What follows belongs to an exercise in optimizing a design on an open flow for small area and a short achievable clock period; a production flow would make more cautious choices.
At most, simulation tests tie the RTL to the original design; equivalence was not proved.
No functional check of the RTL was part of run 4.
Power is estimated from default activity; no workload was simulated.

==> flow/design.v <==
module alu16_reg (
    input             clk,
    input      [15:0] valA,
    input      [15:0] valB,
    input      [ 3:0] aluop,
    input             shift_Dir,
    input             rotator_Dir,
    input             sub,
    output reg [ 3:0] cc,
    output reg [15:0] result
);
    reg [15:0] a_q, b_q;
    reg [ 3:0] op_q;
    reg        sd_q, rd_q, sub_q;
    wire [ 3:0] cc_d;
    wire [15:0] result_d;
    always @(posedge clk) begin
        a_q   <= valA;
        b_q   <= valB;
        op_q  <= aluop;
        sd_q  <= shift_Dir;
        rd_q  <= rotator_Dir;
        sub_q <= sub;
        cc     <= cc_d;
        result <= result_d;
    end
    ALU16 u_alu (a_q, b_q, op_q, sd_q, rd_q, sub_q, cc_d, result_d);
endmodule

module ALU16 (valA, valB, aluop, shift_Dir, rotator_Dir, sub, cc, result);
	input  [15:0] valA;
	input  [15:0] valB;
	input  [ 3:0] aluop;
	input         shift_Dir;
	input         rotator_Dir;
	input         sub;
	output [ 3:0] cc;
	output [15:0] result;
	wire op_add = (aluop == 4'd0);
	wire op_ar  = (aluop[3:1] == 3'd0);           
	wire op_lsh = (aluop == 4'd2) | (aluop == 4'd4);
	wire op_ash = (aluop == 4'd3);
	wire op_rot = (aluop == 4'd5) | (aluop == 4'd6);
	wire op_sh  = op_lsh | op_ash | op_rot;
	wire op_mul = (aluop == 4'd7);
	wire op_and = (aluop == 4'd8);
	wire op_or  = (aluop == 4'd9);
	wire op_not = (aluop == 4'd10);
	wire op_xor = (aluop == 4'd11);
	wire        inv = op_ar & sub;
	wire [15:0] sb  = valB ^ {16{inv}};
	wire [15:0] ap  = valA ^ sb;
	wire [15:0] ag  = valA & sb;
	wire [15:0] sum = cp_s;
	wire        co  = cp_c[16];
	wire        vad = cp_c[16] ^ cp_c[15];
	wire [3:0]  s    = valB[3:0];
	wire        left = op_rot ? rotator_Dir : shift_Dir;
	wire [3:0]  r;
	assign r[0] = s[0];
	assign r[1] = s[1] ^ (~left & s[0]);
	assign r[2] = s[2] ^ (~left & (s[1] | s[0]));
	assign r[3] = s[3] ^ (~left & (s[2] | s[1] | s[0]));
	wire [15:0] r1 = r[0] ? {valA[14:0], valA[15]}  : valA;
	wire [15:0] r2 = r[1] ? {r1[13:0], r1[15:14]}   : r1;
	wire [15:0] r3 = r[2] ? {r2[11:0], r2[15:12]}   : r2;
	wire [15:0] rot = r[3] ? {r3[7:0], r3[15:8]}    : r3;
	wire [15:0] therm;
	genvar k;
	generate for (k = 0; k < 16; k = k + 1) begin : th
		assign therm[k] = (s <= k);
	end endgenerate
	wire [15:0] keep;
	generate for (k = 0; k < 16; k = k + 1) begin : kp
		assign keep[k] = op_rot | (left ? therm[k] : therm[15-k]);
	end endgenerate
	wire        fill = op_ash & ~left & valA[15];
	wire [15:0] shr  = (rot & keep) | ({16{fill}} & ~keep);
	wire        vsh  = ~shift_Dir & (s != 4'd0) & valA[15];
	wire [16:0] ax = {valA[15], valA};
	wire [17:0] yb = {valB[15], valB, 1'b0};
	wire rows_on = |aluop[3:1];
	wire [7:0] one, two, ng;
	genvar j;
	generate for (j = 0; j < 8; j = j + 1) begin : enc
		assign one[j] = rows_on & (yb[2*j+1] ^ yb[2*j]);
		assign two[j] = rows_on & ((yb[2*j+2] & ~yb[2*j+1] & ~yb[2*j]) | (~yb[2*j+2] & yb[2*j+1] & yb[2*j]));
		assign ng[j]  = rows_on & yb[2*j+2];
	end endgenerate
	wire [16:0] pp0;
	assign pp0[0] = (one[0] & ax[0]) ^ ng[0];
	generate for (j = 1; j < 17; j = j + 1) begin : ppg0
		assign pp0[j] = ((one[0] & ax[j]) | (two[0] & ax[j-1])) ^ ng[0];
	end endgenerate
	wire [14:0] pp1;
	assign pp1[0] = (one[1] & ax[0]) ^ ng[1];
	generate for (j = 1; j < 15; j = j + 1) begin : ppg1
		assign pp1[j] = ((one[1] & ax[j]) | (two[1] & ax[j-1])) ^ ng[1];
	end endgenerate
	wire [12:0] pp2;
	assign pp2[0] = (one[2] & ax[0]) ^ ng[2];
	generate for (j = 1; j < 13; j = j + 1) begin : ppg2
		assign pp2[j] = ((one[2] & ax[j]) | (two[2] & ax[j-1])) ^ ng[2];
	end endgenerate
	wire [10:0] pp3;
	assign pp3[0] = (one[3] & ax[0]) ^ ng[3];
	generate for (j = 1; j < 11; j = j + 1) begin : ppg3
		assign pp3[j] = ((one[3] & ax[j]) | (two[3] & ax[j-1])) ^ ng[3];
	end endgenerate
	wire [8:0] pp4;
	assign pp4[0] = (one[4] & ax[0]) ^ ng[4];
	generate for (j = 1; j < 9; j = j + 1) begin : ppg4
		assign pp4[j] = ((one[4] & ax[j]) | (two[4] & ax[j-1])) ^ ng[4];
	end endgenerate
	wire [6:0] pp5;
	assign pp5[0] = (one[5] & ax[0]) ^ ng[5];
	generate for (j = 1; j < 7; j = j + 1) begin : ppg5
		assign pp5[j] = ((one[5] & ax[j]) | (two[5] & ax[j-1])) ^ ng[5];
	end endgenerate
	wire [4:0] pp6;
	assign pp6[0] = (one[6] & ax[0]) ^ ng[6];
	generate for (j = 1; j < 5; j = j + 1) begin : ppg6
		assign pp6[j] = ((one[6] & ax[j]) | (two[6] & ax[j-1])) ^ ng[6];
	end endgenerate
	wire [2:0] pp7;
	assign pp7[0] = (one[7] & ax[0]) ^ ng[7];
	generate for (j = 1; j < 3; j = j + 1) begin : ppg7
		assign pp7[j] = ((one[7] & ax[j]) | (two[7] & ax[j-1])) ^ ng[7];
	end endgenerate
	wire s1, c2;
	assign {c2, s1} = pp0[10] + pp1[8];
	wire s3, c4;
	assign {c4, s3} = pp0[11] + pp1[9];
	wire s5, c6;
	assign {c6, s5} = pp0[12] + pp1[10] + pp2[8];
	wire s7, c8;
	assign {c8, s7} = pp3[6] + pp4[4];
	wire s9, c10;
	assign {c10, s9} = pp0[13] + pp1[11] + pp2[9];
	wire s11, c12;
	assign {c12, s11} = pp3[7] + pp4[5];
	wire s13, c14;
	assign {c14, s13} = pp0[14] + pp1[12] + pp2[10];
	wire s15, c16;
	assign {c16, s15} = pp3[8] + pp4[6] + pp5[4];
	wire s17, c18;
	assign {c18, s17} = pp6[2] + pp7[0];
	wire s19, c20;
	assign {c20, s19} = pp0[15] + pp1[13] + pp2[11];
	wire s21, c22;
	assign {c22, s21} = pp3[9] + pp4[7] + pp5[5];
	wire s23, c24;
	assign {c24, s23} = pp6[3] + pp7[1];
	wire s25, c26;
	assign {c26, s25} = pp0[6] + pp1[4];
	wire s27, c28;
	assign {c28, s27} = pp0[7] + pp1[5];
	wire s29, c30;
	assign {c30, s29} = pp0[8] + pp1[6] + pp2[4];
	wire s31, c32;
	assign {c32, s31} = pp3[2] + pp4[0];
	wire s33, c34;
	assign {c34, s33} = pp0[9] + pp1[7] + pp2[5];
	wire s35, c36;
	assign {c36, s35} = pp3[3] + pp4[1];
	wire s37, c38;
	assign {c38, s37} = s1 + pp2[6] + pp3[4];
	wire s39, c40;
	assign {c40, s39} = pp4[2] + pp5[0] + ng[5];
	wire s41, c42;
	assign {c42, s41} = s3 + pp2[7] + pp3[5];
	wire s43, c44;
	assign {c44, s43} = pp4[3] + pp5[1] + c2;
	wire s45, c46;
	assign {c46, s45} = s5 + s7 + pp5[2];
	wire s47, c48;
	assign {c48, s47} = pp6[0] + ng[6] + c4;
	wire s49, c50;
	assign {c50, s49} = s9 + s11 + pp5[3];
	wire s51, c52;
	assign {c52, s51} = pp6[1] + c6 + c8;
	wire s53, c54;
	assign {c54, s53} = s13 + s15 + s17;
	wire s55, c56;
	assign {c56, s55} = ng[7] + c10 + c12;
	wire s57, c58;
	assign {c58, s57} = s19 + s21 + s23;
	wire s59, c60;
	assign {c60, s59} = c14 + c16 + c18;
	wire s61, c62;
	assign {c62, s61} = pp0[4] + pp1[2];
	wire s63, c64;
	assign {c64, s63} = pp0[5] + pp1[3];
	wire s65, c66;
	assign {c66, s65} = s25 + pp2[2] + pp3[0];
	wire s67, c68;
	assign {c68, s67} = s27 + pp2[3] + pp3[1];
	wire s69, c70;
	assign {c70, s69} = s29 + s31 + ng[4];
	wire s71, c72;
	assign {c72, s71} = s33 + s35 + c30;
	wire s73, c74;
	assign {c74, s73} = s37 + s39 + c34;
	wire s75, c76;
	assign {c76, s75} = s41 + s43 + c38;
	wire s77, c78;
	assign {c78, s77} = s45 + s47 + c42;
	wire s79, c80;
	assign {c80, s79} = s49 + s51 + c46;
	wire s81, c82;
	assign {c82, s81} = s53 + s55 + c50;
	wire s83, c84;
	assign {c84, s83} = s57 + s59 + c54;
	wire s85, c86;
	assign {c86, s85} = pp0[2] + pp1[0];
	wire s87, c88;
	assign {c88, s87} = pp0[3] + pp1[1];
	wire s89, c90;
	assign {c90, s89} = s61 + pp2[0] + ng[2];
	wire s91, c92;
	assign {c92, s91} = s63 + pp2[1] + c62;
	wire s93, c94;
	assign {c94, s93} = s65 + ng[3] + c64;
	wire s95, c96;
	assign {c96, s95} = s67 + c26 + c66;
	wire s97, c98;
	assign {c98, s97} = s69 + c28 + c68;
	wire s99, c100;
	assign {c100, s99} = s71 + c32 + c70;
	wire s101, c102;
	assign {c102, s101} = s73 + c36 + c72;
	wire s103, c104;
	assign {c104, s103} = s75 + c40 + c74;
	wire s105, c106;
	assign {c106, s105} = s77 + c44 + c76;
	wire s107, c108;
	assign {c108, s107} = s79 + c48 + c78;
	wire s109, c110;
	assign {c110, s109} = s81 + c52 + c80;
	wire s111, c112;
	assign {c112, s111} = s83 + c56 + c82;
	wire [15:0] mx = {s111, s109, s107, s105, s103, s101, s99, s97, s95, s93, s91, s89, s87, s85, pp0[1], pp0[0]};
	wire [15:0] my = {c110, c108, c106, c104, c102, c100, c98, c96, c94, c92, c90, c88, c86, ng[1], 1'b0, ng[0]};
	wire [15:0] cx = mx | ({16{op_ar}} & valA);
	wire [15:0] cy = my | ({16{op_ar}} & sb);
	wire [15:0] cp_s;
	wire [16:0] cp_c;
	wire [15:0] cp_p = cx ^ cy;
	wire [15:0] cp_g = cx & cy;
	wire cp_g0 = cp_g[0] | (cp_p[0] & (op_ar & sub));
	wire cp_G1 = cp_g[1] | (cp_p[1] & cp_g0);
	wire cp_G2 = cp_g[3] | (cp_p[3] & cp_g[2]);
	wire cp_P2 = cp_p[3] & cp_p[2];
	wire cp_G3 = cp_g[5] | (cp_p[5] & cp_g[4]);
	wire cp_P3 = cp_p[5] & cp_p[4];
	wire cp_G4 = cp_g[7] | (cp_p[7] & cp_g[6]);
	wire cp_P4 = cp_p[7] & cp_p[6];
	wire cp_G5 = cp_g[9] | (cp_p[9] & cp_g[8]);
	wire cp_P5 = cp_p[9] & cp_p[8];
	wire cp_G6 = cp_g[11] | (cp_p[11] & cp_g[10]);
	wire cp_P6 = cp_p[11] & cp_p[10];
	wire cp_G7 = cp_g[13] | (cp_p[13] & cp_g[12]);
	wire cp_P7 = cp_p[13] & cp_p[12];
	wire cp_G8 = cp_g[15] | (cp_p[15] & cp_g[14]);
	wire cp_P8 = cp_p[15] & cp_p[14];
	wire cp_G9 = cp_g[2] | (cp_p[2] & cp_G1);
	wire cp_G10 = cp_G2 | (cp_P2 & cp_G1);
	wire cp_G11 = cp_g[6] | (cp_p[6] & cp_G3);
	wire cp_P11 = cp_p[6] & cp_P3;
	wire cp_G12 = cp_G4 | (cp_P4 & cp_G3);
	wire cp_P12 = cp_P4 & cp_P3;
	wire cp_G13 = cp_g[10] | (cp_p[10] & cp_G5);
	wire cp_P13 = cp_p[10] & cp_P5;
	wire cp_G14 = cp_G6 | (cp_P6 & cp_G5);
	wire cp_P14 = cp_P6 & cp_P5;
	wire cp_G15 = cp_g[14] | (cp_p[14] & cp_G7);
	wire cp_P15 = cp_p[14] & cp_P7;
	wire cp_G16 = cp_G8 | (cp_P8 & cp_G7);
	wire cp_P16 = cp_P8 & cp_P7;
	wire cp_G17 = cp_g[4] | (cp_p[4] & cp_G10);
	wire cp_G18 = cp_G3 | (cp_P3 & cp_G10);
	wire cp_G19 = cp_G11 | (cp_P11 & cp_G10);
	wire cp_G20 = cp_G12 | (cp_P12 & cp_G10);
	wire cp_G21 = cp_g[12] | (cp_p[12] & cp_G14);
	wire cp_P21 = cp_p[12] & cp_P14;
	wire cp_G22 = cp_G7 | (cp_P7 & cp_G14);
	wire cp_P22 = cp_P7 & cp_P14;
	wire cp_G23 = cp_G15 | (cp_P15 & cp_G14);
	wire cp_P23 = cp_P15 & cp_P14;
	wire cp_G24 = cp_G16 | (cp_P16 & cp_G14);
	wire cp_P24 = cp_P16 & cp_P14;
	wire cp_G25 = cp_g[8] | (cp_p[8] & cp_G20);
	wire cp_G26 = cp_G5 | (cp_P5 & cp_G20);
	wire cp_G27 = cp_G13 | (cp_P13 & cp_G20);
	wire cp_G28 = cp_G14 | (cp_P14 & cp_G20);
	wire cp_G29 = cp_G21 | (cp_P21 & cp_G20);
	wire cp_G30 = cp_G22 | (cp_P22 & cp_G20);
	wire cp_G31 = cp_G23 | (cp_P23 & cp_G20);
	wire cp_G32 = cp_G24 | (cp_P24 & cp_G20);
	assign cp_c[0] = (op_ar & sub);
	assign cp_c[1] = cp_g0;
	assign cp_c[2] = cp_G1;
	assign cp_c[3] = cp_G9;
	assign cp_c[4] = cp_G10;
	assign cp_c[5] = cp_G17;
	assign cp_c[6] = cp_G18;
	assign cp_c[7] = cp_G19;
	assign cp_c[8] = cp_G20;
	assign cp_c[9] = cp_G25;
	assign cp_c[10] = cp_G26;
	assign cp_c[11] = cp_G27;
	assign cp_c[12] = cp_G28;
	assign cp_c[13] = cp_G29;
	assign cp_c[14] = cp_G30;
	assign cp_c[15] = cp_G31;
	assign cp_c[16] = cp_G32;
	assign cp_s = cp_p ^ cp_c[15:0];
	wire [15:0] cp_s_mul = cp_s;
	wire p16 = (((((((pp0[16] ^ pp1[14]) ^ (pp2[12] ^ pp3[10])) ^ ((pp4[8] ^ pp5[6]) ^ (pp6[4] ^ pp7[2]))) ^ ((c20 ^ c22) ^ c24)) ^ (c58 ^ c60)) ^ c84) ^ c112) ^ cp_c[16];
	wire [16:0] prod = {p16, cp_s};
	wire [3:0] tt = {op_and | op_or, op_or | op_xor | op_not, op_or | op_xor, op_not};
	wire [15:0] lgo;
	generate for (k = 0; k < 16; k = k + 1) begin : lu
		assign lgo[k] = valA[k] ? (valB[k] ? tt[3] : tt[2]) : (valB[k] ? tt[1] : tt[0]);
	end endgenerate
	wire [15:0] res =
		({16{op_ar | op_mul}} & cp_s) |
		({16{op_sh}}  & shr) |
		lgo;
	assign result = res;
	wire N = res[15];
	wire Z = ~|res;
	wire C = (op_add & co) | (op_mul & prod[16]);
	wire V = (op_add & vad) | (op_lsh & vsh);
	assign cc = {N, Z, C, V};
endmodule
==> flow/flow/run.sh <==
#!/bin/bash
set -euo pipefail
W=$PWD
rm -rf "$W/scripts_amap"
cp -r "$FLOW_HOME/scripts" "$W/scripts_amap"
cp "$W/flow/abc_area.script" "$W/scripts_amap/abc_area.script"
bash "$W/standard.sh" "SCRIPTS_DIR=$W/scripts_amap" synth > "$W/synth.log" 2>&1
bash "$W/standard.sh" "BUFFER_PORTS_ARGS=-buffer_cell sky130_fd_sc_hd__buf_1" finish > "$W/layout.log" 2>&1
==> flow/flow/abc_area.script <==
strash
dch
amap
topo
stime -c
==> flow/standard.sh <==
#!/bin/bash
# synth_recipe.tcl (not shown) runs the flow's synth.tcl, then flattens the netlist and writes it again
# the make line also repeats each setting of config.mk as NAME=value (left out here)
make -C /OpenROAD-flow-scripts/flow DESIGN_CONFIG=/design/flow/config.mk WORK_HOME=/design/flow/orfs CLKGATE_MAP_FILE= SYNTH_SCRIPT=/design/flow/synth_recipe.tcl "${@:-finish}"
==> flow/config.mk <==
export PLATFORM = sky130hd
export DESIGN_NAME = alu16_reg
export DESIGN_NICKNAME = alu16_reg
export VERILOG_FILES = /design/flow/design.v
export SDC_FILE = /design/flow/constraint.sdc
export NUM_CORES = 4
export LEC_CHECK = 0
export ABC_AREA = 1
export CAP_MARGIN = 20
export CORE_MARGIN = 2
export CORE_UTILIZATION = 40
export CTS_BUF_LIST = sky130_fd_sc_hd__clkbuf_4 sky130_fd_sc_hd__clkbuf_8
export SETUP_SLACK_MARGIN = 2.3
export SLEW_MARGIN = 20
==> flow/constraint.sdc <==
create_clock -name core_clock -period 8.5 [get_ports {clk}]
set_input_delay 1.7000 -clock core_clock [delete_from_list [all_inputs] [get_ports {clk}]]
set_output_delay 1.7000 -clock core_clock [all_outputs]
set_load 0.01 [all_outputs]
==> run summary, run 1 <==
# TYPE chip_impl_metric gauge
chip_impl_info{name="run_status",value="complete, no violations"} 1
chip_impl_info{name="hold_path_class",value="register to register"} 1
chip_impl_metric{name="setup_viol_count_final",unit=""} 0
chip_impl_metric{name="io_buffer_count",unit=""} 59
chip_impl_info{name="rr_startpoint",value="op_q[2]"} 1
chip_impl_metric{name="largest_net_degree_at_the_start_of_global_routing",unit=""} 28
chip_impl_info{name="hold_path.startpoint",value="a_q[3]"} 1
chip_impl_info{name="critical_path_class",value="register to register"} 1
chip_impl_metric{name="finalCoreUtilization",unit=""} 0.477
chip_impl_info{name="clockRootBuffer",value="sky130_fd_sc_hd__clkbuf_8"} 1
chip_impl_info{name="timing.hold.worst_endpoint",value="result[3]"} 1
chip_impl_metric{name="syn-instance-count",unit=""} 853
chip_impl_metric{name="post-dp-hpwl",unit="um"} 17300
chip_impl_metric{name="gp_congestion",unit=""} 1.01
chip_impl_metric{name="syn_nets",unit=""} 969
chip_impl_metric{name="dpl_ws",unit="ns"} 1.28
chip_impl_metric{name="worst-path-max-fanout",unit=""} 20
chip_impl_metric{name="met2_length",unit="um"} 10500
chip_impl_metric{name="number_of_warning_messages_in_the_yosys_log",unit=""} 1
chip_impl_metric{name="min_period_over_period",unit=""} 0.695
chip_impl_metric{name="grt_first_pass_wirelength",unit="um"} 36000
chip_impl_metric{name="top_level_i_o_count",unit=""} 60
chip_impl_metric{name="floorplan.die.height",unit="um"} 130
chip_impl_metric{name="required",unit="ns"} 8.80
chip_impl_metric{name="timing.max_slew.rel_slack",unit=""} 0.361
chip_impl_metric{name="initial_utilization",unit=""} 0.404
chip_impl_metric{name="synth_area_per_cell",unit="um^2"} 7.44
chip_impl_metric{name="wl_met3",unit="um"} 2350
chip_impl_metric{name="setup_tns_final",unit="ns"} 0
chip_impl_metric{name="placed_cell_area",unit="um^2"} 6940
chip_impl_metric{name="avgViaCountPerCell",unit=""} 6.16
chip_impl_metric{name="num_rows",unit=""} 46
chip_impl_metric{name="fmaxAchievable",unit="MHz"} 169
chip_impl_info{name="uppermost_metal_layer_occupied_by_signal_nets",value="met4"} 1
chip_impl_metric{name="powerDensity",unit="nW/um^2"} 284
chip_impl_metric{name="synth-edff-count",unit=""} 0
chip_impl_metric{name="count_of_endpoints_failing_hold_in_the_final_timing_report",unit=""} 0
chip_impl_metric{name="first_global_vias",unit=""} 6483
chip_impl_metric{name="number_of_antenna_violations_at_the_first_check_in_global_routing",unit=""} 0
chip_impl_metric{name="min_period",unit="ns"} 5.91
chip_impl_metric{name="grt_usage",unit=""} 0.281
chip_impl_metric{name="drt_first_iter_violations",unit=""} 718
chip_impl_metric{name="power_leakage",unit="nW"} 2.67
chip_impl_metric{name="design.core.area",unit="um^2"} 15700
chip_impl_metric{name="final.setup_skew",unit="ns"} 0.0188
chip_impl_metric{name="post_synth_instance_area",unit="um^2"} 6340
chip_impl_metric{name="yosysSeqAreaShare",unit=""} 0.183
chip_impl_metric{name="clock_latency_on_the_worst_skew_pair",unit="ns"} 0.38
chip_impl_metric{name="synth-async-reset-ratio",unit=""} 0
chip_impl_info{name="ys.flop_type",value="sky130_fd_sc_hd__dfxtp_1"} 1
chip_impl_metric{name="worst_pin_slew",unit="ns"} 0.950
chip_impl_metric{name="final_nets",unit=""} 1066
chip_impl_metric{name="hold_depth",unit=""} 2
chip_impl_metric{name="layout-drive-gt1-share",unit=""} 0.0953
chip_impl_metric{name="clock_path_buffers",unit=""} 2
chip_impl_metric{name="critical_path.max_stage_delay",unit="ns"} 0.55
chip_impl_metric{name="worst_vdd_drop",unit="mV"} 0.179
chip_impl_metric{name="wl_met1",unit="um"} 10100
chip_impl_info{name="timing.rr.end",value="cc[2]"} 1
chip_impl_metric{name="final.setup.worst_slack",unit="ns"} 2.59
chip_impl_metric{name="final_area",unit="um^2"} 7490
chip_impl_metric{name="r2r_cells",unit=""} 25
chip_impl_metric{name="routed_antenna_nets",unit=""} 0
chip_impl_metric{name="detail_route.first_pass.iterations",unit=""} 7
chip_impl_metric{name="netlist-cell-type-count",unit=""} 39
chip_impl_info{name="critPathLaunchType",value="register"} 1
chip_impl_metric{name="wl",unit="um"} 23800
chip_impl_metric{name="grt_overflow",unit=""} 0
chip_impl_metric{name="flow.area_growth_from_synthesis",unit="%"} 18.2
chip_impl_info{name="endpoint_kind",value="register"} 1
chip_impl_metric{name="dieWidth",unit="um"} 130
chip_impl_info{name="cts_tree",value="yes"} 1
chip_impl_metric{name="timing.final.max_slew_violations",unit=""} 0
chip_impl_metric{name="via_count",unit=""} 7211
chip_impl_metric{name="clk_pin_slew",unit="ns"} 0.08
chip_impl_metric{name="worst-endpoint-arrival",unit="ns"} 6.21
chip_impl_metric{name="dieArea",unit="um^2"} 16900
chip_impl_metric{name="cts-hold-fix-buffers",unit=""} 0
chip_impl_metric{name="cap_viol_max_count",unit=""} 0
chip_impl_metric{name="hold-worst-slack",unit="ns"} 0.580
chip_impl_metric{name="n_antenna_cell",unit=""} 0
chip_impl_metric{name="routed_wire_length_per_instance",unit="um"} 20.3
chip_impl_metric{name="regToRegSetupSlack",unit="ns"} 2.59
chip_impl_metric{name="tritoncts.num_buffers",unit=""} 9
chip_impl_metric{name="h-tree-depth",unit=""} 3
chip_impl_info{name="rsz0062_at_grt",value="no"} 1
chip_impl_info{name="critical_path.slowest_cell",value="sky130_fd_sc_hd__fa_1"} 1
chip_impl_metric{name="drt_drc_violations_left",unit=""} 0
chip_impl_metric{name="synth_seq_cells",unit=""} 58
chip_impl_metric{name="cts_num_sinks",unit=""} 58
-- layout make-up --
cell class              instances  area [um^2]
clock buffers                   9          124
clock inverters                 7          125
fillers                      1614         8220
inverters                     100          403
multi-input cells             695         4970
flip-flops and latches         58         1170
well taps                     216          270
repair buffers                 85          418
repair inverters                1         7.51
-- layout by cell type, fill, tap and decap left out, types with 10 or more instances in the layout --
| cell type | n |
|---|---|
| sky130_fd_sc_hd__nor3_1 | 15 |
| sky130_fd_sc_hd__a221oi_1 | 11 |
| sky130_fd_sc_hd__o221a_1 | 13 |
| sky130_fd_sc_hd__o31ai_1 | 10 |
| sky130_fd_sc_hd__ha_1 | 32 |
| sky130_fd_sc_hd__o21bai_1 | 11 |
| sky130_fd_sc_hd__nor2_1 | 138 |
| sky130_fd_sc_hd__o22a_1 | 18 |
| sky130_fd_sc_hd__o22ai_1 | 123 |
| sky130_fd_sc_hd__o221ai_1 | 17 |
| sky130_fd_sc_hd__dfxtp_1 | 53 |
| sky130_fd_sc_hd__o21ai_0 | 55 |
| sky130_fd_sc_hd__a22oi_1 | 13 |
| sky130_fd_sc_hd__clkinv_1 | 90 |
| sky130_fd_sc_hd__a21oi_1 | 65 |
| sky130_fd_sc_hd__nand2_1 | 43 |
| sky130_fd_sc_hd__buf_1 | 59 |
| sky130_fd_sc_hd__buf_4 | 23 |
| sky130_fd_sc_hd__fa_1 | 44 |
-- layer usage --
metal / up-vias / global-route usage
met5: - / 0
met4: 0 / 0.121
li1: 3459 / -
met2: 376 / 0.425
met1: 3311 / 0.383
met3: 65 / 0.0685
-- cell usage after synthesis (3+ instances only) --
library cell / instances / area, um^2
sky130_fd_sc_hd__a211oi_1: 3 / 22.5
sky130_fd_sc_hd__o21a_1: 3 / 22.5
sky130_fd_sc_hd__fa_1: 44 / 881
sky130_fd_sc_hd__nor4_1: 3 / 18.8
sky130_fd_sc_hd__a22oi_1: 13 / 97.6
sky130_fd_sc_hd__o221a_1: 13 / 146
sky130_fd_sc_hd__or3_1: 8 / 50.1
sky130_fd_sc_hd__ha_1: 32 / 400
sky130_fd_sc_hd__a222oi_1: 4 / 40.0
sky130_fd_sc_hd__xor2_1: 9 / 78.8
sky130_fd_sc_hd__nor3_1: 16 / 80.1
sky130_fd_sc_hd__o22ai_1: 129 / 807
sky130_fd_sc_hd__or4_1: 3 / 22.5
sky130_fd_sc_hd__nand2_1: 46 / 173
sky130_fd_sc_hd__o31ai_1: 10 / 75.1
sky130_fd_sc_hd__dfxtp_1: 58 / 1160
sky130_fd_sc_hd__a21oi_1: 71 / 355
sky130_fd_sc_hd__o41ai_1: 3 / 26.3
sky130_fd_sc_hd__o22a_1: 18 / 158
sky130_fd_sc_hd__o21bai_1: 11 / 82.6
sky130_fd_sc_hd__o21ai_0: 56 / 280
sky130_fd_sc_hd__nand3_1: 5 / 25.0
sky130_fd_sc_hd__nor2b_1: 5 / 31.3
sky130_fd_sc_hd__clkinv_1: 100 / 375
sky130_fd_sc_hd__nor2_1: 143 / 537
sky130_fd_sc_hd__o221ai_1: 21 / 184
sky130_fd_sc_hd__a221oi_1: 11 / 96.3
-- how the worst max path moves through the flow --
stage / from / end / slack [ns]
3_3_place_gp: b_q[1] / cc[2] / 1.34
2_1_floorplan: op_q[3] / cc[2] / 2.51
6_report: op_q[2] / cc[2] / 2.59
4_1_cts: b_q[1] / cc[2] / 2.38
3_5_place_dp: b_q[1] / cc[2] / 1.28
5_1_grt: b_q[5] / cc[2] / 2.29
-- logic make-up (layout without fill, tap and decap cells) --
logic type / Yosys count / in the layout / share of synthesized area
DFF: 58 / 58 / 0.183
adders and majority gates: 76 / 76 / 0.202
xor gates and xnor gates: 10 / 10 / 0.0138
buffers and inverters: 101 / 202 / 0.0604
and+or+nand+nor: 233 / 234 / 0.152
AOI/OAI and AO/OA: 375 / 375 / 0.389
-- through the flow --
| step | total power, mW | std cells |
|---|---|---|
| after floorplan | 1.34 | 853 |
| after global placement | 1.68 | 1141 |
| after detailed placement | 1.69 | 1141 |
| after CTS | 2.08 | 1158 |
| after global routing | 2.32 | 1171 |
| final | 2.13 | 1171 |
-- registers in the layout (all words and copies together) (netlist names) --
name    flops
a_q        16
b_q        16
cc          4
op_q        4
rd_q        1
result     15
sd_q        1
sub_q       1
-- worst max-delay path: cells and delay by family, from the launching register on --
family	cells	cell delay [ns]
compound gates	4	0.49
flops	1	0.33
fa+ha+maj	5	2.41
buf+inv	4	0.57
simple gates	12	2.02
-- timing repair --
| action | in CTS | in global routing |
|---|---|---|
| setup endpoints to repair | 7 | 5 |
| setup buffers | 1 | 10 |
| pin swaps | 1 | 5 |
| gates resized for setup | 18 | 43 |
| gates cloned | 0 | 2 |
| endpoints found under the hold margin | 0 | 0 |
-- where the power goes --
part / internal [mW] / leakage, nW / switching, mW
sequential: 0.312 / 0.489 / 0.0252
combinational: 0.581 / 2.06 / 0.877
clock: 0.198 / 0.124 / 0.133
==> run 2, diff against run 1 <==
--- a/flow/config.mk
+++ b/flow/config.mk
@@ -8,7 +8,7 @@
 export ABC_AREA = 1
 export CAP_MARGIN = 20
 export CORE_MARGIN = 2
-export CORE_UTILIZATION = 40
+export CORE_UTILIZATION = 50
 export CTS_BUF_LIST = sky130_fd_sc_hd__clkbuf_4 sky130_fd_sc_hd__clkbuf_8
 export SETUP_SLACK_MARGIN = 2.3
 export SLEW_MARGIN = 20
==> run summary, run 2 <==
# TYPE chip_impl_metric gauge
chip_impl_metric{name="number_of_antenna_violations_at_the_first_check_in_global_routing",unit=""} 0
chip_impl_metric{name="power.clock.fraction",unit=""} 0.140
chip_impl_metric{name="final_nets",unit=""} 1066
chip_impl_metric{name="io_buffer_count",unit=""} 59
chip_impl_metric{name="power.net_switching",unit="mW"} 1.07
chip_impl_metric{name="syn-instance-count",unit=""} 853
chip_impl_metric{name="n_antenna_cell",unit=""} 0
chip_impl_metric{name="power.switching_fraction",unit=""} 0.496
chip_impl_metric{name="synth_area_per_cell",unit="um^2"} 7.44
chip_impl_metric{name="hold-worst-slack",unit="ns"} 0.553
chip_impl_info{name="run_status",value="complete, no violations"} 1
chip_impl_info{name="registers_with_the_highest_flip_flop_counts",value="a_q x16, b_q x16, result x15"} 1
chip_impl_metric{name="yosysSeqAreaShare",unit=""} 0.183
chip_impl_metric{name="clock_path_buffers",unit=""} 2
chip_impl_info{name="yosys.cell_count.top_type",value="sky130_fd_sc_hd__nor2_1"} 1
chip_impl_metric{name="wl",unit="um"} 25100
chip_impl_metric{name="netlist-cell-type-count",unit=""} 39
chip_impl_info{name="critPathLaunchType",value="register"} 1
chip_impl_metric{name="clock_latency_on_the_worst_skew_pair",unit="ns"} 0.37
chip_impl_metric{name="routed_antenna_nets",unit=""} 0
chip_impl_info{name="most-common-layout-cells",value="137 x sky130_fd_sc_hd__nor2_1, 123 x sky130_fd_sc_hd__o22ai_1, 92 x sky130_fd_sc_hd__clkinv_1"} 1
chip_impl_metric{name="via_count",unit=""} 7461
chip_impl_metric{name="synth-async-reset-ratio",unit=""} 0
chip_impl_metric{name="number_of_warning_messages_in_the_yosys_log",unit=""} 1
chip_impl_metric{name="filler_cell_count",unit=""} 1208
chip_impl_metric{name="avgViaCountPerCell",unit=""} 6.62
chip_impl_metric{name="syn_nets",unit=""} 969
chip_impl_info{name="endpoint_kind",value="register"} 1
chip_impl_info{name="cts_tree",value="yes"} 1
chip_impl_metric{name="combPwrFrac",unit=""} 0.705
chip_impl_metric{name="dieWidth",unit="um"} 117
chip_impl_info{name="yosys-top-cells-count",value="143 x sky130_fd_sc_hd__nor2_1, 129 x sky130_fd_sc_hd__o22ai_1, 100 x sky130_fd_sc_hd__clkinv_1"} 1
chip_impl_info{name="clockRootBuffer",value="sky130_fd_sc_hd__clkbuf_8"} 1
chip_impl_metric{name="fmaxAchievable",unit="MHz"} 166
chip_impl_metric{name="tritoncts.num_buffers",unit=""} 9
chip_impl_metric{name="h-tree-depth",unit=""} 3
chip_impl_metric{name="count_of_endpoints_failing_hold_in_the_final_timing_report",unit=""} 0
chip_impl_info{name="critical_path_class",value="register to register"} 1
chip_impl_metric{name="grt_usage",unit=""} 0.365
chip_impl_metric{name="design.core.area",unit="um^2"} 12500
chip_impl_metric{name="powerDensity",unit="nW/um^2"} 289
chip_impl_metric{name="setup_viol_count_final",unit=""} 0
chip_impl_metric{name="floorplan.die.height",unit="um"} 117
chip_impl_metric{name="timing.max_slew.rel_slack",unit=""} 0.311
chip_impl_metric{name="layout-drive-gt1-share",unit=""} 0.0890
chip_impl_metric{name="timing.final.max_slew_violations",unit=""} 0
chip_impl_metric{name="post-dp-hpwl",unit="um"} 17800
chip_impl_metric{name="finalCoreUtilization",unit=""} 0.595
chip_impl_metric{name="clk_pin_slew",unit="ns"} 0.08
chip_impl_metric{name="synth_seq_cells",unit=""} 58
chip_impl_metric{name="top_level_i_o_count",unit=""} 60
chip_impl_metric{name="dp_cells",unit=""} 1099
chip_impl_metric{name="min_period",unit="ns"} 6.02
chip_impl_metric{name="worst-path-max-fanout",unit=""} 20
chip_impl_metric{name="flow.area_growth_from_synthesis",unit="%"} 17.4
chip_impl_metric{name="grt_overflow",unit=""} 0
chip_impl_metric{name="largest_net_degree_at_the_start_of_global_routing",unit=""} 31
chip_impl_metric{name="cellInternalPower",unit="mW"} 1.09
chip_impl_metric{name="setup_tns_final",unit="ns"} 0
chip_impl_metric{name="worst_vdd_drop",unit="mV"} 0.217
chip_impl_metric{name="worst_pin_slew",unit="ns"} 1.03
chip_impl_metric{name="min_period_over_period",unit=""} 0.708
chip_impl_metric{name="power_leakage",unit="nW"} 2.66
chip_impl_metric{name="cts_num_sinks",unit=""} 58
chip_impl_metric{name="gp_congestion",unit=""} 0.946
chip_impl_metric{name="routed_wire_length_per_instance",unit="um"} 22.3
chip_impl_metric{name="first_global_vias",unit=""} 6859
chip_impl_metric{name="required",unit="ns"} 8.80
chip_impl_metric{name="detail_route.first_pass.iterations",unit=""} 6
chip_impl_info{name="hold_path_class",value="register to register"} 1
chip_impl_metric{name="cap_viol_max_count",unit=""} 0
chip_impl_metric{name="post_layout_nonfiller_instances",unit=""} 1127
chip_impl_info{name="rsz0062_at_grt",value="no"} 1
chip_impl_metric{name="drt_drc_violations_left",unit=""} 0
chip_impl_metric{name="synth-edff-count",unit=""} 0
chip_impl_metric{name="num_rows",unit=""} 41
chip_impl_metric{name="dieArea",unit="um^2"} 13600
chip_impl_metric{name="post_synth_instance_area",unit="um^2"} 6340
chip_impl_metric{name="grt_first_pass_wirelength",unit="um"} 37200
chip_impl_metric{name="worst-endpoint-arrival",unit="ns"} 6.32
chip_impl_metric{name="final.setup_skew",unit="ns"} 0.0131
chip_impl_metric{name="drt_first_iter_violations",unit=""} 1004
chip_impl_info{name="yosys-top-cells-area",value="sky130_fd_sc_hd__dfxtp_1 18%, sky130_fd_sc_hd__fa_1 14%, sky130_fd_sc_hd__o22ai_1 13%"} 1
chip_impl_metric{name="seq_power_share",unit=""} 0.155
chip_impl_metric{name="initial_utilization",unit=""} 0.507
chip_impl_metric{name="share_of_the_synthesized_area_in_the_top_cell_type",unit=""} 0.183
chip_impl_metric{name="fin_total_pwr",unit="mW"} 2.15
chip_impl_info{name="ys.flop_type",value="sky130_fd_sc_hd__dfxtp_1"} 1
chip_impl_info{name="leading_cell_type_in_the_layout_fill_and_taps_excluded",value="sky130_fd_sc_hd__nor2_1"} 1
chip_impl_info{name="yosys.area.top_type",value="sky130_fd_sc_hd__dfxtp_1"} 1
[run 2: cell type report]
class	instances	area [um^2]	area share
repair inverters	1	7.51	0.00101
clock buffers	9	124	0.0166
repair buffers	85	433	0.0581
well taps	172	215	0.0289
multi-input cells	695	4990	0.671
flip-flops and latches	58	1170	0.157
clock inverters	7	101	0.0136
inverters	100	398	0.0534
[run 2: logic make-up after synthesis]
group,count (synthesis),synth area share
xor gates and xnor gates,10,0.0138
buffers and inverters,101,0.0604
DFF,58,0.183
AOI/OAI and AO/OA,375,0.389
adders and majority gates,76,0.202
and+or+nand+nor,233,0.152
[run 2: what timing repair did]
action,4_1_cts,5_1_grt
setup endpoints to repair,7,6
pin swaps,0,7
setup buffers,0,10
hold buffers,0,0
resized for setup,16,43
gates cloned,0,2
[run 2: power groups by stage]
| stage | clock network, mW | registers, mW | logic (mW) |
|---|---|---|---|
| final | 0.300 | 0.334 | 1.52 |
| after global routing | 0.315 | 0.337 | 1.71 |
| after CTS | 0.305 | 0.334 | 1.40 |
| after detailed placement | 0 | 0.340 | 1.37 |
| after global placement | 0 | 0.339 | 1.34 |
| after floorplan | 0 | 0.350 | 0.991 |
[run 2: per-stage QoR]
step | area (um^2) | setup WS [ns]
2_1_floorplan | 6350 | 2.51
3_3_place_gp | 6900 | 1.71
3_5_place_dp | 6900 | 1.62
4_1_cts | 7170 | 2.38
5_1_grt | 7450 | 2.26
6_report | 7450 | 2.48
[run 2: path summary, 6_finish.rpt]
| path | start | cells past startpoint | end | slack, ns |
|---|---|---|---|---|
| setup / recovery | op_q[3] | 24 | cc[2] | 2.48 |
| hold / removal | sd_q | 1 | cc[0] | 0.55 |
| setup reg to reg | op_q[3] | 24 | cc[2] | 2.48 |
| hold reg to reg | sd_q | 1 | cc[0] | 0.55 |
[run 2: metal layers]
metal	track usage	wire (um)
met1	0.469	9630
met2	0.572	11400
met3	0.0887	2780
met4	0.187	1270
met5	0	0
[run 2: worst max-delay path, stage by stage (launching register included)]
cell and delay, ns:
sky130_fd_sc_hd__dfxtp_1 0.37, sky130_fd_sc_hd__clkinv_1 0.09, sky130_fd_sc_hd__nand2_1 0.12, sky130_fd_sc_hd__nor2_2 0.08
sky130_fd_sc_hd__buf_6 0.19, sky130_fd_sc_hd__or3_4 0.44, sky130_fd_sc_hd__buf_4 0.16, sky130_fd_sc_hd__o22ai_1 0.16
sky130_fd_sc_hd__a21oi_1 0.15, sky130_fd_sc_hd__ha_1 0.31, sky130_fd_sc_hd__clkinv_1 0.08, sky130_fd_sc_hd__fa_1 0.52
sky130_fd_sc_hd__fa_1 0.51, sky130_fd_sc_hd__o21ai_0 0.08, sky130_fd_sc_hd__ha_1 0.31, sky130_fd_sc_hd__and2_0 0.19
sky130_fd_sc_hd__o21a_1 0.16, sky130_fd_sc_hd__nor2_2 0.06, sky130_fd_sc_hd__fa_1 0.37, sky130_fd_sc_hd__xnor2_1 0.14
sky130_fd_sc_hd__a222oi_1 0.43, sky130_fd_sc_hd__o31ai_1 0.28, sky130_fd_sc_hd__nor4_2 0.51, sky130_fd_sc_hd__nand2_1 0.11
sky130_fd_sc_hd__nor3_1 0.13
==> run 3, diff against run 2 <==
--- a/flow/config.mk
+++ b/flow/config.mk
@@ -6,9 +6,9 @@
 export NUM_CORES = 4
 export LEC_CHECK = 0
 export ABC_AREA = 1
-export CAP_MARGIN = 20
+export CAP_MARGIN = 0
 export CORE_MARGIN = 2
-export CORE_UTILIZATION = 50
+export CORE_UTILIZATION = 40
 export CTS_BUF_LIST = sky130_fd_sc_hd__clkbuf_4 sky130_fd_sc_hd__clkbuf_8
 export SETUP_SLACK_MARGIN = 2.3
-export SLEW_MARGIN = 20
+export SLEW_MARGIN = 0
==> run summary, run 3 <==
# TYPE chip_impl_metric gauge
chip_impl_info{name="run_status",value="complete, no violations"} 1
chip_impl_metric{name="number_of_warning_messages_in_the_yosys_log",unit=""} 1
chip_impl_metric{name="top_level_i_o_count",unit=""} 60
chip_impl_metric{name="wl",unit="um"} 23900
chip_impl_metric{name="layout-drive-gt1-share",unit=""} 0.0943
chip_impl_metric{name="synth-adder-area-share",unit=""} 0.202
chip_impl_metric{name="synth_seq_cells",unit=""} 58
chip_impl_metric{name="drt_drc_violations_left",unit=""} 0
chip_impl_metric{name="clock_latency_on_the_worst_skew_pair",unit="ns"} 0.38
chip_impl_info{name="worst_path_most_repeated_cell",value="sky130_fd_sc_hd__nor2_1"} 1
chip_impl_metric{name="synth.area.mux_share",unit=""} 0
chip_impl_metric{name="dieArea",unit="um^2"} 16900
chip_impl_info{name="ys.flop_type",value="sky130_fd_sc_hd__dfxtp_1"} 1
chip_impl_metric{name="final_area",unit="um^2"} 7510
chip_impl_metric{name="yosysSeqAreaShare",unit=""} 0.183
chip_impl_metric{name="powerDensity",unit="nW/um^2"} 283
chip_impl_metric{name="routed_antenna_nets",unit=""} 0
chip_impl_metric{name="setup_viol_count_final",unit=""} 0
chip_impl_metric{name="grt_usage",unit=""} 0.281
chip_impl_metric{name="share_of_the_synthesized_area_in_the_top_cell_type",unit=""} 0.183
chip_impl_metric{name="floorplan.die.height",unit="um"} 130
chip_impl_metric{name="min_period_over_period",unit=""} 0.698
chip_impl_metric{name="final.setup_skew",unit="ns"} 0.0182
chip_impl_info{name="yosys-top-cells-area",value="sky130_fd_sc_hd__dfxtp_1 18%, sky130_fd_sc_hd__fa_1 14%, sky130_fd_sc_hd__o22ai_1 13%"} 1
chip_impl_metric{name="n_antenna_cell",unit=""} 0
chip_impl_metric{name="syn_nets",unit=""} 969
chip_impl_metric{name="synth_simple_gate_area_frac",unit=""} 0.152
chip_impl_metric{name="grt_first_pass_wirelength",unit="um"} 36000
chip_impl_info{name="critical_path_class",value="register to register"} 1
chip_impl_metric{name="largest_net_degree_at_the_start_of_global_routing",unit=""} 28
chip_impl_info{name="hold_path_class",value="register to register"} 1
chip_impl_metric{name="worst-path-max-fanout",unit=""} 10
chip_impl_metric{name="synth_compound_gate_area_share",unit=""} 0.389
chip_impl_metric{name="post_synth_instance_area",unit="um^2"} 6340
chip_impl_metric{name="cap_viol_max_count",unit=""} 0
chip_impl_info{name="most-common-layout-cells",value="138 x sky130_fd_sc_hd__nor2_1, 123 x sky130_fd_sc_hd__o22ai_1, 90 x sky130_fd_sc_hd__clkinv_1"} 1
chip_impl_info{name="synth_top_family_by_area",value="compound AO/OA/AOI/OAI gates"} 1
chip_impl_metric{name="power_leakage",unit="nW"} 2.67
chip_impl_metric{name="grt_util_met1",unit=""} 0.383
chip_impl_metric{name="worst_pin_slew",unit="ns"} 0.954
chip_impl_info{name="cts_tree",value="yes"} 1
chip_impl_info{name="endpoint_kind",value="register"} 1
chip_impl_info{name="yosys.cell_count.top_type",value="sky130_fd_sc_hd__nor2_1"} 1
chip_impl_metric{name="num_rows",unit=""} 46
chip_impl_metric{name="post_layout_nonfiller_instances",unit=""} 1170
chip_impl_metric{name="critical_path.max_stage_delay",unit="ns"} 0.55
chip_impl_info{name="clockRootBuffer",value="sky130_fd_sc_hd__clkbuf_8"} 1
chip_impl_metric{name="clk_pin_slew",unit="ns"} 0.08
chip_impl_info{name="rsz0062_at_grt",value="no"} 1
chip_impl_metric{name="fmaxAchievable",unit="MHz"} 169
chip_impl_metric{name="tritoncts.num_buffers",unit=""} 9
chip_impl_metric{name="netlist-cell-type-count",unit=""} 39
chip_impl_metric{name="synth-async-reset-ratio",unit=""} 0
chip_impl_metric{name="dieWidth",unit="um"} 130
chip_impl_metric{name="filler_cell_count",unit=""} 1610
chip_impl_info{name="global_route.peak_usage_layer",value="met2"} 1
chip_impl_metric{name="timing.max_slew.rel_slack",unit=""} 0.358
chip_impl_metric{name="finalCoreUtilization",unit=""} 0.478
chip_impl_metric{name="detail_route.first_pass.iterations",unit=""} 6
chip_impl_metric{name="via_count",unit=""} 7220
chip_impl_metric{name="setup_tns_final",unit="ns"} 0
chip_impl_info{name="registers_with_the_highest_flip_flop_counts",value="a_q x16, b_q x16, result x15"} 1
chip_impl_metric{name="cts_num_sinks",unit=""} 58
chip_impl_metric{name="post_synth_xor_area_fraction",unit=""} 0.0138
chip_impl_metric{name="required",unit="ns"} 8.80
chip_impl_info{name="yosys-top-cells-count",value="143 x sky130_fd_sc_hd__nor2_1, 129 x sky130_fd_sc_hd__o22ai_1, 100 x sky130_fd_sc_hd__clkinv_1"} 1
chip_impl_info{name="yosys.area.top_type",value="sky130_fd_sc_hd__dfxtp_1"} 1
chip_impl_metric{name="h-tree-depth",unit=""} 3
chip_impl_metric{name="post-dp-hpwl",unit="um"} 17300
chip_impl_metric{name="placed_cell_area",unit="um^2"} 6940
chip_impl_metric{name="fin_total_pwr",unit="mW"} 2.12
chip_impl_metric{name="hold-worst-slack",unit="ns"} 0.577
chip_impl_info{name="critical_path.cell_chain",value="clkinv_1, nor2_1, o221ai_2, o22ai_1, nor2_1, a21oi_1, fa_1, fa_1, clkinv_1, fa_1, o21bai_1, ha_1, a21oi_1, nor2_1, a311oi_2, buf_4, nor3_1, nor3_2, inv_2, nor2_1, o31ai_1, nor4_2, nand2_1, nor3_1"} 1
chip_impl_info{name="critical_path.slowest_cell",value="sky130_fd_sc_hd__fa_1"} 1
chip_impl_metric{name="dp_cells",unit=""} 1141
chip_impl_metric{name="initial_utilization",unit=""} 0.404
chip_impl_metric{name="grt_overflow",unit=""} 0
chip_impl_metric{name="final.setup.worst_slack",unit="ns"} 2.57
chip_impl_metric{name="gp_congestion",unit=""} 1.01
chip_impl_metric{name="syn-instance-count",unit=""} 853
chip_impl_metric{name="worst_vdd_drop",unit="mV"} 0.179
chip_impl_info{name="leading_cell_type_in_the_layout_fill_and_taps_excluded",value="sky130_fd_sc_hd__nor2_1"} 1
chip_impl_metric{name="synth_area_per_cell",unit="um^2"} 7.44
chip_impl_info{name="critPathLaunchType",value="register"} 1
chip_impl_metric{name="number_of_antenna_violations_at_the_first_check_in_global_routing",unit=""} 0
chip_impl_metric{name="dpl_ws",unit="ns"} 1.28
chip_impl_metric{name="routed_wire_length_per_instance",unit="um"} 20.4
chip_impl_metric{name="final_nets",unit=""} 1065
chip_impl_metric{name="min_period",unit="ns"} 5.93
chip_impl_metric{name="use_met2",unit=""} 0.425
chip_impl_metric{name="drt_first_iter_violations",unit=""} 787
chip_impl_metric{name="clock_path_buffers",unit=""} 2
chip_impl_metric{name="flow.area_growth_from_synthesis",unit="%"} 18.4
chip_impl_metric{name="design.core.area",unit="um^2"} 15700
chip_impl_metric{name="first_global_vias",unit=""} 6483
chip_impl_metric{name="io_buffer_count",unit=""} 59
chip_impl_metric{name="timing.final.max_slew_violations",unit=""} 0
chip_impl_metric{name="worst-endpoint-arrival",unit="ns"} 6.23
chip_impl_metric{name="grtUsageMet3",unit=""} 0.0685
chip_impl_metric{name="synth-edff-count",unit=""} 0
chip_impl_metric{name="count_of_endpoints_failing_hold_in_the_final_timing_report",unit=""} 0
chip_impl_metric{name="avgViaCountPerCell",unit=""} 6.17
==> run 3: cell type report <==
class | count | area [um^2] | area share
clock inverters | 7 | 125 | 0.0167
repair buffers | 84 | 410 | 0.0547
inverters | 100 | 403 | 0.0537
clock buffers | 9 | 124 | 0.0165
repair inverters | 1 | 7.51 | 0.00100
well taps | 216 | 270 | 0.0360
multi-input cells | 695 | 4990 | 0.665
flip-flops and latches | 58 | 1170 | 0.156
==> run 3: power by group <==
group | switching (mW) | internal [mW]
sequential | 0.0253 | 0.312
combinational | 0.876 | 0.580
clock | 0.134 | 0.198
total | 1.04 | 1.09
==> run 3: metal layers <==
| metal | vias to the layer above | routed length, um |
|---|---|---|
| met2 | 381 | 10500 |
| met3 | 74 | 2290 |
| li1 | 3446 | - |
| met4 | 0 | 862 |
| met5 | - | 0 |
| met1 | 3319 | 10200 |
==> run 3: what timing repair did <==
action / in CTS / in global routing
gates resized for setup: 18 / 46
gates cloned: 0 / 2
buffers inserted: 1 / 10
hold buffers: 0 / 0
pin swaps: 1 / 5
endpoints found under the setup margin: 7 / 5
hold endpoints to repair: 0 / 0
==> run 3: worst paths after layout <==
path | from | end | slack, ns | cells after the start
worst max-delay path | b_q[5] | cc[2] | 2.57 | 24
worst min-delay path | a_q[3] | result[3] | 0.58 | 2
worst min register to register | a_q[3] | result[3] | 0.58 | 2
worst max register to register | b_q[5] | cc[2] | 2.57 | 24
==> run 3: cells by family (layout without fill, tap and decap cells) <==
| kind of cell | after synthesis | after routing |
|---|---|---|
| adder cells (fa/ha/maj) | 76 | 76 |
| XOR/XNOR | 10 | 10 |
| AND/OR/NAND/NOR | 233 | 234 |
| buffers and inverters | 101 | 201 |
| AO/OA/AOI/OAI | 375 | 375 |
| flip-flops | 58 | 58 |
==> run 3: critical path: cells and delay by family (launching register included) <==
kind / cells / cell delay (ns)
AOI/OAI and AO/OA: 7 / 1.45
adders and majority gates: 4 / 1.84
buffers and inverters: 4 / 0.62
and+or+nand+nor: 9 / 1.43
DFF: 1 / 0.50
==> run 4, diff against run 3 <==
--- a/flow/design.v
+++ b/flow/design.v
@@ -77,14 +77,14 @@
 	wire        fill = op_ash & ~left & valA[15];
 	wire [15:0] shr  = (rot & keep) | ({16{fill}} & ~keep);
 	wire        vsh  = ~shift_Dir & (s != 4'd0) & valA[15];
-	wire [16:0] ax = {valA[15], valA};
-	wire [17:0] yb = {valB[15], valB, 1'b0};
 	wire rows_on = |aluop[3:1];
+	wire [16:0] ax = {valA[15], valA} & {17{rows_on}};
+	wire [17:0] yb = {valB[15], valB, 1'b0};
 	wire [7:0] one, two, ng;
 	genvar j;
 	generate for (j = 0; j < 8; j = j + 1) begin : enc
-		assign one[j] = rows_on & (yb[2*j+1] ^ yb[2*j]);
-		assign two[j] = rows_on & ((yb[2*j+2] & ~yb[2*j+1] & ~yb[2*j]) | (~yb[2*j+2] & yb[2*j+1] & yb[2*j]));
+		assign one[j] = yb[2*j+1] ^ yb[2*j];
+		assign two[j] = (yb[2*j+2] & ~yb[2*j+1] & ~yb[2*j]) | (~yb[2*j+2] & yb[2*j+1] & yb[2*j]);
 		assign ng[j]  = rows_on & yb[2*j+2];
 	end endgenerate
 	wire [16:0] pp0;
--- a/flow/config.mk
+++ b/flow/config.mk
@@ -6,9 +6,9 @@
 export NUM_CORES = 4
 export LEC_CHECK = 0
 export ABC_AREA = 1
-export CAP_MARGIN = 0
+export CAP_MARGIN = 20
 export CORE_MARGIN = 2
 export CORE_UTILIZATION = 40
 export CTS_BUF_LIST = sky130_fd_sc_hd__clkbuf_4 sky130_fd_sc_hd__clkbuf_8
 export SETUP_SLACK_MARGIN = 2.3
-export SLEW_MARGIN = 0
+export SLEW_MARGIN = 20
==> run summary, run 4 <==
# TYPE chip_impl_metric gauge
chip_impl_metric{name="floorplan.die.height",unit="um"} 129
chip_impl_metric{name="grt_overflow",unit=""} 0
chip_impl_metric{name="drt_first_iter_violations",unit=""} 871
chip_impl_info{name="critical_path.slowest_cell",value="sky130_fd_sc_hd__fa_1"} 1
chip_impl_metric{name="h-tree-depth",unit=""} 3
chip_impl_metric{name="cts-hold-fix-buffers",unit=""} 0
chip_impl_metric{name="avgViaCountPerCell",unit=""} 6.25
chip_impl_metric{name="tritoncts.num_buffers",unit=""} 9
chip_impl_metric{name="placed_cell_area",unit="um^2"} 6920
chip_impl_metric{name="clock_path_buffers",unit=""} 2
chip_impl_metric{name="dieArea",unit="um^2"} 16800
chip_impl_metric{name="r2r_cells",unit=""} 24
chip_impl_metric{name="design.core.area",unit="um^2"} 15300
chip_impl_metric{name="clk_pin_slew",unit="ns"} 0.08
chip_impl_metric{name="dpl_ws",unit="ns"} 1.22
chip_impl_metric{name="yosysSeqAreaShare",unit=""} 0.184
chip_impl_metric{name="critical_path_cell_count",unit=""} 24
chip_impl_metric{name="powerDensity",unit="nW/um^2"} 274
chip_impl_metric{name="cap_viol_max_count",unit=""} 0
chip_impl_metric{name="timing.max_slew.rel_slack",unit=""} 0.339
chip_impl_metric{name="worst_vdd_drop",unit="mV"} 0.336
chip_impl_metric{name="hold_depth",unit=""} 3
chip_impl_metric{name="timing.final.max_slew_violations",unit=""} 0
chip_impl_metric{name="post_synth_instance_area",unit="um^2"} 6290
chip_impl_metric{name="final_nets",unit=""} 1067
chip_impl_info{name="hold_path_class",value="register to register"} 1
chip_impl_metric{name="synth-async-reset-ratio",unit=""} 0
chip_impl_info{name="critical_path_class",value="register to register"} 1
chip_impl_info{name="worst_path_dominant_cell_family",value="adder cells"} 1
chip_impl_metric{name="initial_utilization",unit=""} 0.411
chip_impl_metric{name="via_count",unit=""} 7284
chip_impl_metric{name="wl",unit="um"} 24500
chip_impl_info{name="leading_cell_type_in_the_layout_fill_and_taps_excluded",value="sky130_fd_sc_hd__o22ai_1"} 1
chip_impl_metric{name="synth_seq_cells",unit=""} 58
chip_impl_metric{name="layout-drive-gt1-share",unit=""} 0.107
chip_impl_metric{name="worst_pin_slew",unit="ns"} 0.991
chip_impl_metric{name="netlist-cell-type-count",unit=""} 39
chip_impl_info{name="cts_tree",value="yes"} 1
chip_impl_info{name="registers_with_the_highest_flip_flop_counts",value="a_q x16, b_q x16, result x15"} 1
chip_impl_info{name="ys.flop_type",value="sky130_fd_sc_hd__dfxtp_1"} 1
chip_impl_info{name="yosys.area.top_type",value="sky130_fd_sc_hd__dfxtp_1"} 1
chip_impl_metric{name="io_buffer_count",unit=""} 59
chip_impl_metric{name="synth-edff-count",unit=""} 0
chip_impl_metric{name="grt_first_pass_wirelength",unit="um"} 36600
chip_impl_metric{name="number_of_antenna_violations_at_the_first_check_in_global_routing",unit=""} 0
chip_impl_metric{name="gp_congestion",unit=""} 0.925
chip_impl_metric{name="clock_latency_on_the_worst_skew_pair",unit="ns"} 0.38
chip_impl_metric{name="power_leakage",unit="nW"} 2.66
chip_impl_metric{name="worst-path-max-fanout",unit=""} 16
chip_impl_metric{name="final.setup_skew",unit="ns"} 0.0211
chip_impl_info{name="most-common-layout-cells",value="124 x sky130_fd_sc_hd__o22ai_1, 110 x sky130_fd_sc_hd__nor2_1, 85 x sky130_fd_sc_hd__o21ai_0"} 1
chip_impl_metric{name="share_of_the_synthesized_area_in_the_top_cell_type",unit=""} 0.184
chip_impl_info{name="yosys-top-cells-count",value="129 x sky130_fd_sc_hd__o22ai_1, 115 x sky130_fd_sc_hd__nor2_1, 89 x sky130_fd_sc_hd__clkinv_1"} 1
chip_impl_metric{name="required",unit="ns"} 8.81
chip_impl_metric{name="min_period",unit="ns"} 5.91
chip_impl_metric{name="grt_usage",unit=""} 0.287
chip_impl_info{name="run_status",value="complete, no violations"} 1
chip_impl_metric{name="detail_route.first_pass.iterations",unit=""} 7
chip_impl_metric{name="final_area",unit="um^2"} 7530
chip_impl_metric{name="top_level_i_o_count",unit=""} 60
chip_impl_info{name="rsz0062_at_grt",value="no"} 1
chip_impl_metric{name="setup_viol_count_final",unit=""} 0
chip_impl_metric{name="num_rows",unit=""} 45
chip_impl_metric{name="syn-instance-count",unit=""} 847
chip_impl_metric{name="fin_total_pwr",unit="mW"} 2.07
chip_impl_metric{name="count_of_endpoints_failing_hold_in_the_final_timing_report",unit=""} 0
chip_impl_metric{name="dieWidth",unit="um"} 129
chip_impl_metric{name="setup_tns_final",unit="ns"} 0
chip_impl_metric{name="cp_num_buf_inv",unit=""} 5
chip_impl_metric{name="largest_net_degree_at_the_start_of_global_routing",unit=""} 46
chip_impl_info{name="yosys.cell_count.top_type",value="sky130_fd_sc_hd__o22ai_1"} 1
chip_impl_info{name="endpoint_kind",value="register"} 1
chip_impl_metric{name="worst-endpoint-arrival",unit="ns"} 6.21
chip_impl_metric{name="flow.area_growth_from_synthesis",unit="%"} 19.7
chip_impl_metric{name="routed_wire_length_per_instance",unit="um"} 21.0
chip_impl_metric{name="drt_drc_violations_left",unit=""} 0
chip_impl_metric{name="n_antenna_cell",unit=""} 0
chip_impl_info{name="critical_path.cell_chain",value="clkinvlp_4, buf_6, o21ai_2, o21ai_4, clkdlybuf4s15_2, buf_4, o22ai_1, nor2_1, a21oi_1, fa_1, fa_1, fa_1, fa_1, o21ai_0, ha_1, and2_0, nor2_1, nor2_1, nor3_2, inv_2, nor2_1, o31ai_2, nor4_4, and4_1"} 1
chip_impl_metric{name="critical_path.max_stage_delay",unit="ns"} 0.58
chip_impl_metric{name="fmaxAchievable",unit="MHz"} 169
chip_impl_metric{name="post-dp-hpwl",unit="um"} 17700
chip_impl_info{name="critPathLaunchType",value="register"} 1
chip_impl_metric{name="first_global_vias",unit=""} 6443
chip_impl_info{name="yosys-top-cells-area",value="sky130_fd_sc_hd__dfxtp_1 18%, sky130_fd_sc_hd__fa_1 14%, sky130_fd_sc_hd__o22ai_1 13%"} 1
chip_impl_metric{name="routed_antenna_nets",unit=""} 0
chip_impl_info{name="clockRootBuffer",value="sky130_fd_sc_hd__clkbuf_8"} 1
chip_impl_metric{name="number_of_warning_messages_in_the_yosys_log",unit=""} 1
chip_impl_metric{name="cts_num_sinks",unit=""} 58
chip_impl_metric{name="syn_nets",unit=""} 963
chip_impl_metric{name="final.setup.worst_slack",unit="ns"} 2.59
chip_impl_metric{name="synth_area_per_cell",unit="um^2"} 7.43
chip_impl_metric{name="min_period_over_period",unit=""} 0.695
## run 4: changes by cell type in the layout (fill, tap and decap cells not counted), sizes merged, moves of 6 or more
| cell | previous run | this run |
|---|---|---|
| a31oi | 1 | 8 |
| a21oi | 71 | 62 |
| nand2 | 46 | 69 |
| or3 | 9 | 1 |
| o221a | 13 | 4 |
| buf | 84 | 90 |
| clkinv | 93 | 78 |
| nor2 | 143 | 115 |
| o21ai | 56 | 87 |
## run 4: worst paths after layout
check | startpoint | endpoint | slack (ns)
worst min register to register | op_q[0] | cc[1] | 0.63
worst max register to register | b_q[3] | cc[2] | 2.59
worst max-delay path | b_q[3] | cc[2] | 2.59
worst min-delay path | op_q[0] | cc[1] | 0.63
## run 4: cell type report
cell class,instances,area (um^2)
Fill cell,1582,7780
Multi-Input combinational cell,699,5010
Sequential cell,58,1170
Timing Repair Buffer,91,485
Inverter,89,403
Tap cell,211,264
Clock buffer,13,166
Timing Repair inverter,3,25.0
Clock inverter,2,12.5
## run 4: power breakdown
| group | switching [mW] | internal (mW) |
|---|---|---|
| Clock | 0.127 | 0.126 |
| Sequential | 0.0280 | 0.312 |
| Combinational | 0.869 | 0.605 |
| Total | 1.02 | 1.04 |
## run 4: worst min-delay path, stage by stage, from the launching register on
cell	delay, ns
sky130_fd_sc_hd__dfxtp_1	0.33
sky130_fd_sc_hd__clkinv_1	0.07
sky130_fd_sc_hd__nand2_1	0.06
sky130_fd_sc_hd__o21bai_1	0.14
## run 4: what timing repair did
| action | CTS | global route |
|---|---|---|
| cloned | 0 | 4 |
| gates resized for setup | 25 | 58 |
| pin swaps | 1 | 5 |
| buffers inserted | 2 | 10 |
| endpoints found under the setup margin | 7 | 4 |
## run 4: per-stage QoR
stage | hold slack [ns] | utilization | instances
after floorplan | 0.503 | - | 847
after global placement | 0.597 | 0.452 | 1135
after detailed placement | 0.609 | 0.452 | 1135
after CTS | 0.638 | 0.469 | 1152
after global routing | 0.700 | 0.492 | 1166
final | 0.634 | 0.492 | 1166
## run 4: logic make-up after synthesis
logic type	synth area share
AND/OR/NAND/NOR	0.139
buffers and inverters	0.0543
XOR/XNOR	0.0111
AO/OA/AOI/OAI	0.407
flip-flops	0.184
adder cells (fa/ha/maj)	0.204
## run 4: layer usage
layer / part of all wire / global-route usage / vias up / routed length [um]
met5: 0 / 0 / - / 0
met1: 0.44 / 0.412 / 3348 / 10800
met2: 0.43 / 0.434 / 403 / 10400
met4: 0.037 / 0.0999 / 0 / 910
met3: 0.097 / 0.0520 / 64 / 2360
li1: - / - / 3469 / -

## what the ideal ports hide
The results above use ideal ports. As a check the final layouts listed here were re-extracted and re-timed, cells and wires unchanged. Step 1 sets driving cells, clkbuf_16 on the clock port and buf_2 on the other inputs (assumed; they add their load-dependent delay and slew). Step 2 times the ports against the registers' clock, not the clock port: input delays grow and output delays shrink by t, the midpoint of the rising clock arrivals with the driver on. Slacks: ideal / step 1 / step 2; pairs: ideal / step 1.
run	shift t [ns]	setup slack, ns	worst setup path at the end	latest minus earliest clock arrival (ns)
run 1	0.410	2.591 / 2.591 / 2.591	register to register	0.018 / 0.018
run 2	0.406	2.480 / 2.480 / 2.480	register to register	0.014 / 0.014
run 3	0.414	2.571 / 2.571 / 2.571	register to register	0.018 / 0.018
run 4	0.401	2.594 / 2.594 / 2.594	register to register	0.021 / 0.021
After both steps every run listed still meets setup and hold.
